From an optimization exercise on the open Yosys and OpenROAD flow, aimed at small area, a short achievable clock period and few clock cycles; shortcuts taken in it are not production practice. At most, simulation tests tie the RTL to the original design; equivalence was not proved.

job 101:
// CONVCOR
module CONVCOR(
        clk,
        rst_n,
        in_valid,
        in_a,
        in_b,
        in_mode,
        out_valid,
        out
);
==> flow/config.mk <==
export PLATFORM = sky130hd
export DESIGN_NAME = CONVCOR
export DESIGN_NICKNAME = CONVCOR
export VERILOG_FILES = /design/flow/design.v
export SDC_FILE = /design/flow/constraint.sdc
export NUM_CORES = 4
export LEC_CHECK = 0
export CAP_MARGIN = 20
export CORE_MARGIN = 2
export CORE_UTILIZATION = 40
export SLEW_MARGIN = 20
export SYNTH_HIERARCHICAL = 1
==> flow/constraint.sdc <==
create_clock -name core_clock -period 12.0 [get_ports {clk}]
set_input_delay 2.4000 -clock core_clock [delete_from_list [all_inputs] [get_ports {clk}]]
set_output_delay 2.4000 -clock core_clock [all_outputs]
set_load 0.01 [all_outputs]
standard.sh (not shown) runs the stock make flow with config.mk's settings and CLKGATE_MAP_FILE= SYNTH_SCRIPT=/design/flow/synth_recipe.tcl, a recipe that flattens the netlist after the stock synthesis.
==> flow/flow/run.sh <==
#!/bin/bash
# Standard ORFS layout, with repair_timing aiming for extra setup slack so the
# layout is sized for a shorter period than the 12 ns constraint, plain
# buffers on the ports, larger clock sink clusters and no dummy clock loads.
set -euo pipefail
bash standard.sh SETUP_SLACK_MARGIN=8.65 \
  "BUFFER_PORTS_ARGS=-buffer_cell sky130_fd_sc_hd__buf_1" \
  "CTS_ARGS=-sink_clustering_enable -repair_clock_nets -dont_use_dummy_load -sink_clustering_size 24 -sink_clustering_max_diameter 150" \
  finish > flow_standard.log 2>&1
Testbench counts of job 101, summed over its fixed seeds: cycles 64,050.
Input changes introduced in job 102 (baseline for comparison: job 101):
--- a/flow/design.v
+++ b/flow/design.v
@@ -26,41 +26,40 @@
     if (!rst_n)
         st_n = 4'd0;
     else if (st == 4'd0)
         st_n = in_valid ? 4'd1 : 4'd0;
     else if ((mode && st == 4'd3) || st == 4'd9)
         st_n = 4'd0;
     else
         st_n = st + 4'd1;
 end
 wire s0 = (st == 4'd0), s1 = (st == 4'd1), s2 = (st == 4'd2), s3 = (st == 4'd3);
 wire s4 = (st == 4'd4), s5 = (st == 4'd5), s6 = (st == 4'd6), s7 = (st == 4'd7);
 wire s8 = (st == 4'd8);
+wire early   = s0 | s1 | s2;           
 wire xa_pins = s0 | (mode & (s1 | s2));
-wire xa_ra2  = ~mode & (s2 | s4 | s5 | s6 | s7);
 wire xb_pins = s0 | s1 | (mode & s2);
-wire xb_rb2  = ~mode & (s2 | s3 | s4 | s7 | s8);
-wire xb_rb1  = ~mode & s5;
+wire xb_rb2  = ~mode & (s2 | s4 | s5);
+wire xb_rb1  = ~mode & s7;
 always @(posedge clk) begin
     st <= st_n;
     if (s0 & in_valid) mode <= in_mode;
-    if (xa_pins)     xa <= in_a;
-    else if (xa_ra2) xa <= ra2;
-    if (~s3) ra1 <= xa;
-    if (~s3) ra2 <= (s1 | s2) ? in_a : ra1;
+    xa  <= xa_pins ? in_a : ra1;
+    ra1 <= early ? in_a : ra2;
+    ra2 <= (s5 | s6) ? ra1 : xa;
     if (xb_pins)     xb <= in_bx;
     else if (xb_rb2) xb <= rb2;
     else if (xb_rb1) xb <= rb1;
-    if (s2) rb1 <= in_bx;
-    if (~(s5 | s6)) rb2 <= xb;
+    rb1 <= early ? in_bx : rb2;
+    rb2 <= rb1;
 end
 reg acc_n, ov_n;
 always @(*) begin
     acc_n = 1'b0; ov_n = 1'b0;
     if (s0)
         ov_n = in_valid & ~in_mode;
     else if (mode) begin
         acc_n = s1 | s2;
         ov_n  = s2;
     end else begin
         acc_n = s2 | s4 | s5 | s7;
         ov_n  = s2 | s5 | s7 | s8;
Findings:
Looking at slowest cell on the critical path, the sky130_fd_sc_hd__dfxtp_2 result is from job 102; the sky130_fd_sc_hd__dfxtp_4 one comes from job 101.
Finished layout cell area down 4.3% in job 102 wrt job 101
Per the comparison of job 102 with job 101, number of multi-input logic gates increased about 4%; worst reg2reg path depth moved up; post-cts resize count now larger.
The average footprint of a synthesized cell number comes out higher for job 101 vs job 102.
Summary: via count, job 102 better than job 101
Testbench counts of job 102, summed over its fixed seeds: cycles 64,050.

========
xenon:
CONVCOR again, from the RTL that the note above started with.
Design CONVCOR, start of the top module:
module CONVCOR(
        clk,
        rst_n,
        in_valid,
        in_a,
        in_b,
        in_mode,
        out_valid,
        out
);
input              clk;
input              rst_n;
input              in_valid;
input      [15:0]  in_a;
input      [15:0]  in_b;
input              in_mode;
output reg         out_valid;
output reg [35:0]  out;
reg [15:0] xa, ra1, ra2, xb, rb1, rb2;
reg [3:0]  st;      
reg        mode;
wire        cur_mode = (st == 4'd0) ? in_mode : mode;
wire [15:0] in_bx    = {in_b[15:8], in_b[7:0] ^ {8{~cur_mode}}};
reg [3:0] st_n;
always @(*) begin
    if (!rst_n)
        st_n = 4'd0;
    else if (st == 4'd0)
        st_n = in_valid ? 4'd1 : 4'd0;
    else if ((mode && st == 4'd3) || st == 4'd9)
        st_n = 4'd0;
    else
        st_n = st + 4'd1;
end
wire s0 = (st == 4'd0), s1 = (st == 4'd1), s2 = (st == 4'd2), s3 = (st == 4'd3);
wire s4 = (st == 4'd4), s5 = (st == 4'd5), s6 = (st == 4'd6), s7 = (st == 4'd7);
wire s8 = (st == 4'd8);
wire xa_pins = s0 | (mode & (s1 | s2));
wire xa_ra2  = ~mode & (s2 | s4 | s5 | s6 | s7);
wire xb_pins = s0 | s1 | (mode & s2);
wire xb_rb2  = ~mode & (s2 | s3 | s4 | s7 | s8);
wire xb_rb1  = ~mode & s5;
always @(posedge clk) begin
    st <= st_n;
    if (s0 & in_valid) mode <= in_mode;
    if (xa_pins)     xa <= in_a;
    else if (xa_ra2) xa <= ra2;
    if (~s3) ra1 <= xa;
    if (~s3) ra2 <= (s1 | s2) ? in_a : ra1;
    if (xb_pins)     xb <= in_bx;
    else if (xb_rb2) xb <= rb2;
    else if (xb_rb1) xb <= rb1;
    if (s2) rb1 <= in_bx;
    if (~(s5 | s6)) rb2 <= xb;
end
reg acc_n, ov_n;
always @(*) begin
    acc_n = 1'b0; ov_n = 1'b0;
    if (s0)
        ov_n = in_valid & ~in_mode;
    else if (mode) begin
        acc_n = s1 | s2;
        ov_n  = s2;
    end else begin
        acc_n = s2 | s4 | s5 | s7;
        ov_n  = s2 | s5 | s7 | s8;
    end
end
reg        acc, ov, m0;      
reg        acc2, ov2;        
always @(posedge clk) begin
  ...
==> flow/config.mk <==
export PLATFORM = sky130hd
export DESIGN_NAME = CONVCOR
export DESIGN_NICKNAME = CONVCOR
export VERILOG_FILES = /design/flow/design.v
export SDC_FILE = /design/flow/constraint.sdc
export NUM_CORES = 4
export LEC_CHECK = 0
export CAP_MARGIN = 20
export CORE_MARGIN = 2
export CORE_UTILIZATION = 40
export SLEW_MARGIN = 20
export SYNTH_HIERARCHICAL = 1
==> flow/constraint.sdc <==
create_clock -name core_clock -period 12.0 [get_ports {clk}]
set_input_delay 2.4000 -clock core_clock [delete_from_list [all_inputs] [get_ports {clk}]]
set_output_delay 2.4000 -clock core_clock [all_outputs]
set_load 0.01 [all_outputs]
==> flow/flow/run.sh <==
#!/bin/bash
# Standard ORFS layout, with repair_timing aiming for extra setup slack so the
# layout is sized for a shorter period than the 12 ns constraint, plain
# buffers on the ports, and no dummy clock-tree loads.
set -euo pipefail
bash standard.sh SETUP_SLACK_MARGIN=8.7 \
  "BUFFER_PORTS_ARGS=-buffer_cell sky130_fd_sc_hd__buf_1" \
  "CTS_ARGS=-sink_clustering_enable -repair_clock_nets -dont_use_dummy_load" \
  finish > flow_standard.log 2>&1
xenon ran to completion and came out clean on the timing, DRC and antenna checks.
Testbench counts of xenon, summed over its fixed seeds: cycles 64,050.
### xenon -> quartz
--- a/flow/design.v
+++ b/flow/design.v
@@ -8,77 +8,80 @@
         out_valid,
         out
 );
 input              clk;
 input              rst_n;
 input              in_valid;
 input      [15:0]  in_a;
 input      [15:0]  in_b;
 input              in_mode;
 output reg         out_valid;
 output reg [35:0]  out;
-reg [15:0] xa, ra1, ra2, xb, rb1, rb2;
+reg [15:0] a0, a1, a2, b0, b1, b2;
 reg [3:0]  st;      
 reg        mode;
+wire        start    = (st == 4'd0) & in_valid;
 wire        cur_mode = (st == 4'd0) ? in_mode : mode;
 wire [15:0] in_bx    = {in_b[15:8], in_b[7:0] ^ {8{~cur_mode}}};
 reg [3:0] st_n;
 always @(*) begin
     if (!rst_n)
         st_n = 4'd0;
     else if (st == 4'd0)
         st_n = in_valid ? 4'd1 : 4'd0;
     else if ((mode && st == 4'd3) || st == 4'd9)
         st_n = 4'd0;
     else
         st_n = st + 4'd1;
 end
-wire s0 = (st == 4'd0), s1 = (st == 4'd1), s2 = (st == 4'd2), s3 = (st == 4'd3);
-wire s4 = (st == 4'd4), s5 = (st == 4'd5), s6 = (st == 4'd6), s7 = (st == 4'd7);
-wire s8 = (st == 4'd8);
-wire xa_pins = s0 | (mode & (s1 | s2));
-wire xa_ra2  = ~mode & (s2 | s4 | s5 | s6 | s7);
-wire xb_pins = s0 | s1 | (mode & s2);
-wire xb_rb2  = ~mode & (s2 | s3 | s4 | s7 | s8);
-wire xb_rb1  = ~mode & s5;
 always @(posedge clk) begin
     st <= st_n;
-    if (s0 & in_valid) mode <= in_mode;
-    if (xa_pins)     xa <= in_a;
-    else if (xa_ra2) xa <= ra2;
-    if (~s3) ra1 <= xa;
-    if (~s3) ra2 <= (s1 | s2) ? in_a : ra1;
-    if (xb_pins)     xb <= in_bx;
-    else if (xb_rb2) xb <= rb2;
-    else if (xb_rb1) xb <= rb1;
-    if (s2) rb1 <= in_bx;
-    if (~(s5 | s6)) rb2 <= xb;
+    if (start) mode <= in_mode;
+    if (start) begin a0 <= in_a; b0 <= in_bx; end
+    if (st == 4'd1) begin a1 <= in_a; b1 <= in_bx; end
+    if (st == 4'd2) begin a2 <= in_a; b2 <= in_bx; end
 end
-reg acc_n, ov_n;
+reg [3:0] la, lb;     
+reg       acc_n, ov_n;
 always @(*) begin
-    acc_n = 1'b0; ov_n = 1'b0;
-    if (s0)
+    la = 4'b0001; lb = 4'b0001; acc_n = 1'b0; ov_n = 1'b0;
+    if (st == 4'd0) begin
         ov_n = in_valid & ~in_mode;
-    else if (mode) begin
-        acc_n = s1 | s2;
-        ov_n  = s2;
+    end else if (mode) begin
+        case (st)
+            4'd1: begin la = 4'b0001; lb = 4'b0001; acc_n = 1'b1; end
+            4'd2: begin la = 4'b0001; lb = 4'b0001; acc_n = 1'b1; ov_n = 1'b1; end
+            default: ;
+        endcase
     end else begin
-        acc_n = s2 | s4 | s5 | s7;
-        ov_n  = s2 | s5 | s7 | s8;
+        case (st)
+            4'd1: begin la = 4'b0001; lb = 4'b0010; end
+            4'd2: begin la = 4'b0010; lb = 4'b0100; acc_n = 1'b1; ov_n = 1'b1; end
+            4'd3: begin la = 4'b0010; lb = 4'b1000; end
+            4'd4: begin la = 4'b0100; lb = 4'b0100; acc_n = 1'b1; end
+            4'd5: begin la = 4'b1000; lb = 4'b0010; acc_n = 1'b1; ov_n = 1'b1; end
+            4'd6: begin la = 4'b0100; lb = 4'b1000; end
+            4'd7: begin la = 4'b1000; lb = 4'b0100; acc_n = 1'b1; ov_n = 1'b1; end
+            4'd8: begin la = 4'b1000; lb = 4'b1000; ov_n = 1'b1; end
+            default: ;
+        endcase
     end
 end
+reg [15:0] xa, xb;
 reg        acc, ov, m0;      
 reg        acc2, ov2;        
 always @(posedge clk) begin
     acc2 <= acc;
     ov2  <= ov & rst_n;
+    xa  <= ({16{la[0]}} & in_a) | ({16{la[1]}} & a0) | ({16{la[2]}} & a1) | ({16{la[3]}} & a2);
+    xb  <= ({16{lb[0]}} & in_bx) | ({16{lb[1]}} & b0) | ({16{lb[2]}} & b1) | ({16{lb[3]}} & b2);
     acc <= acc_n;
     ov  <= ov_n & rst_n;
     m0  <= ~cur_mode;
 end
 wire [7:0] ar = xa[15:8];
 wire [7:0] ai = xa[7:0];
 wire [7:0] br = xb[15:8];
 wire [7:0] bx = xb[7:0];    
 wire [7:0] by = ~bx;        
 wire [7:0] cr = ai & {8{m0}};     
 wire [7:0] ci = ar & {8{~m0}};    
[summary]
Against xenon, quartz comes in 74% lower on setup fix buffers added after clock tree synthesis. The lower core utilization of xenon and quartz is in quartz. quartz vs xenon on final wirelength: quartz is the lower one. Per the comparison of quartz with xenon, detailed-route via count shows an increase of 251; global-route wire length before repair level; first-iteration DRC count rose 414; die area rose by about 5%. Of xenon and quartz, the higher final worst slack belongs to xenon.
For quartz, only the layout was checked, not whether the RTL still works.

re-timing with driven ports:
In the flow no input, the clock included, has a driving cell. The finished layouts below were timed again as built, in two steps.
Step 1: set_driving_cell puts a clkbuf_16 on clk and a buf_2 on each other input, an assumption about the parent block.
Step 2, shift: input delay + t, output delay - t, t = (earliest + latest rising clock arrival at the registers) / 2. This alone moves slack from input paths to output paths.
Three values: ideal ports, drivers, drivers and shift; two values: the first two.
run | shift t [ns] | slack for setup (ns) | worst register clock-pin slew, ns
job 101 | 0.538 | 8.617 / 8.566 / 8.489 | 0.10 / 0.10
job 102 | 0.524 | 8.647 / 8.599 / 8.470 | 0.09 / 0.09
xenon | 0.571 | 8.613 / 8.563 / 8.476 | 0.06 / 0.06
quartz | 0.593 | 8.590 / 8.541 / 8.245 | 0.07 / 0.07
After both steps setup and hold are still met in every run listed. For quartz, which loses most, drivers alone change the setup slack by -0.049 ns; drivers and shift together by -0.345 ns.
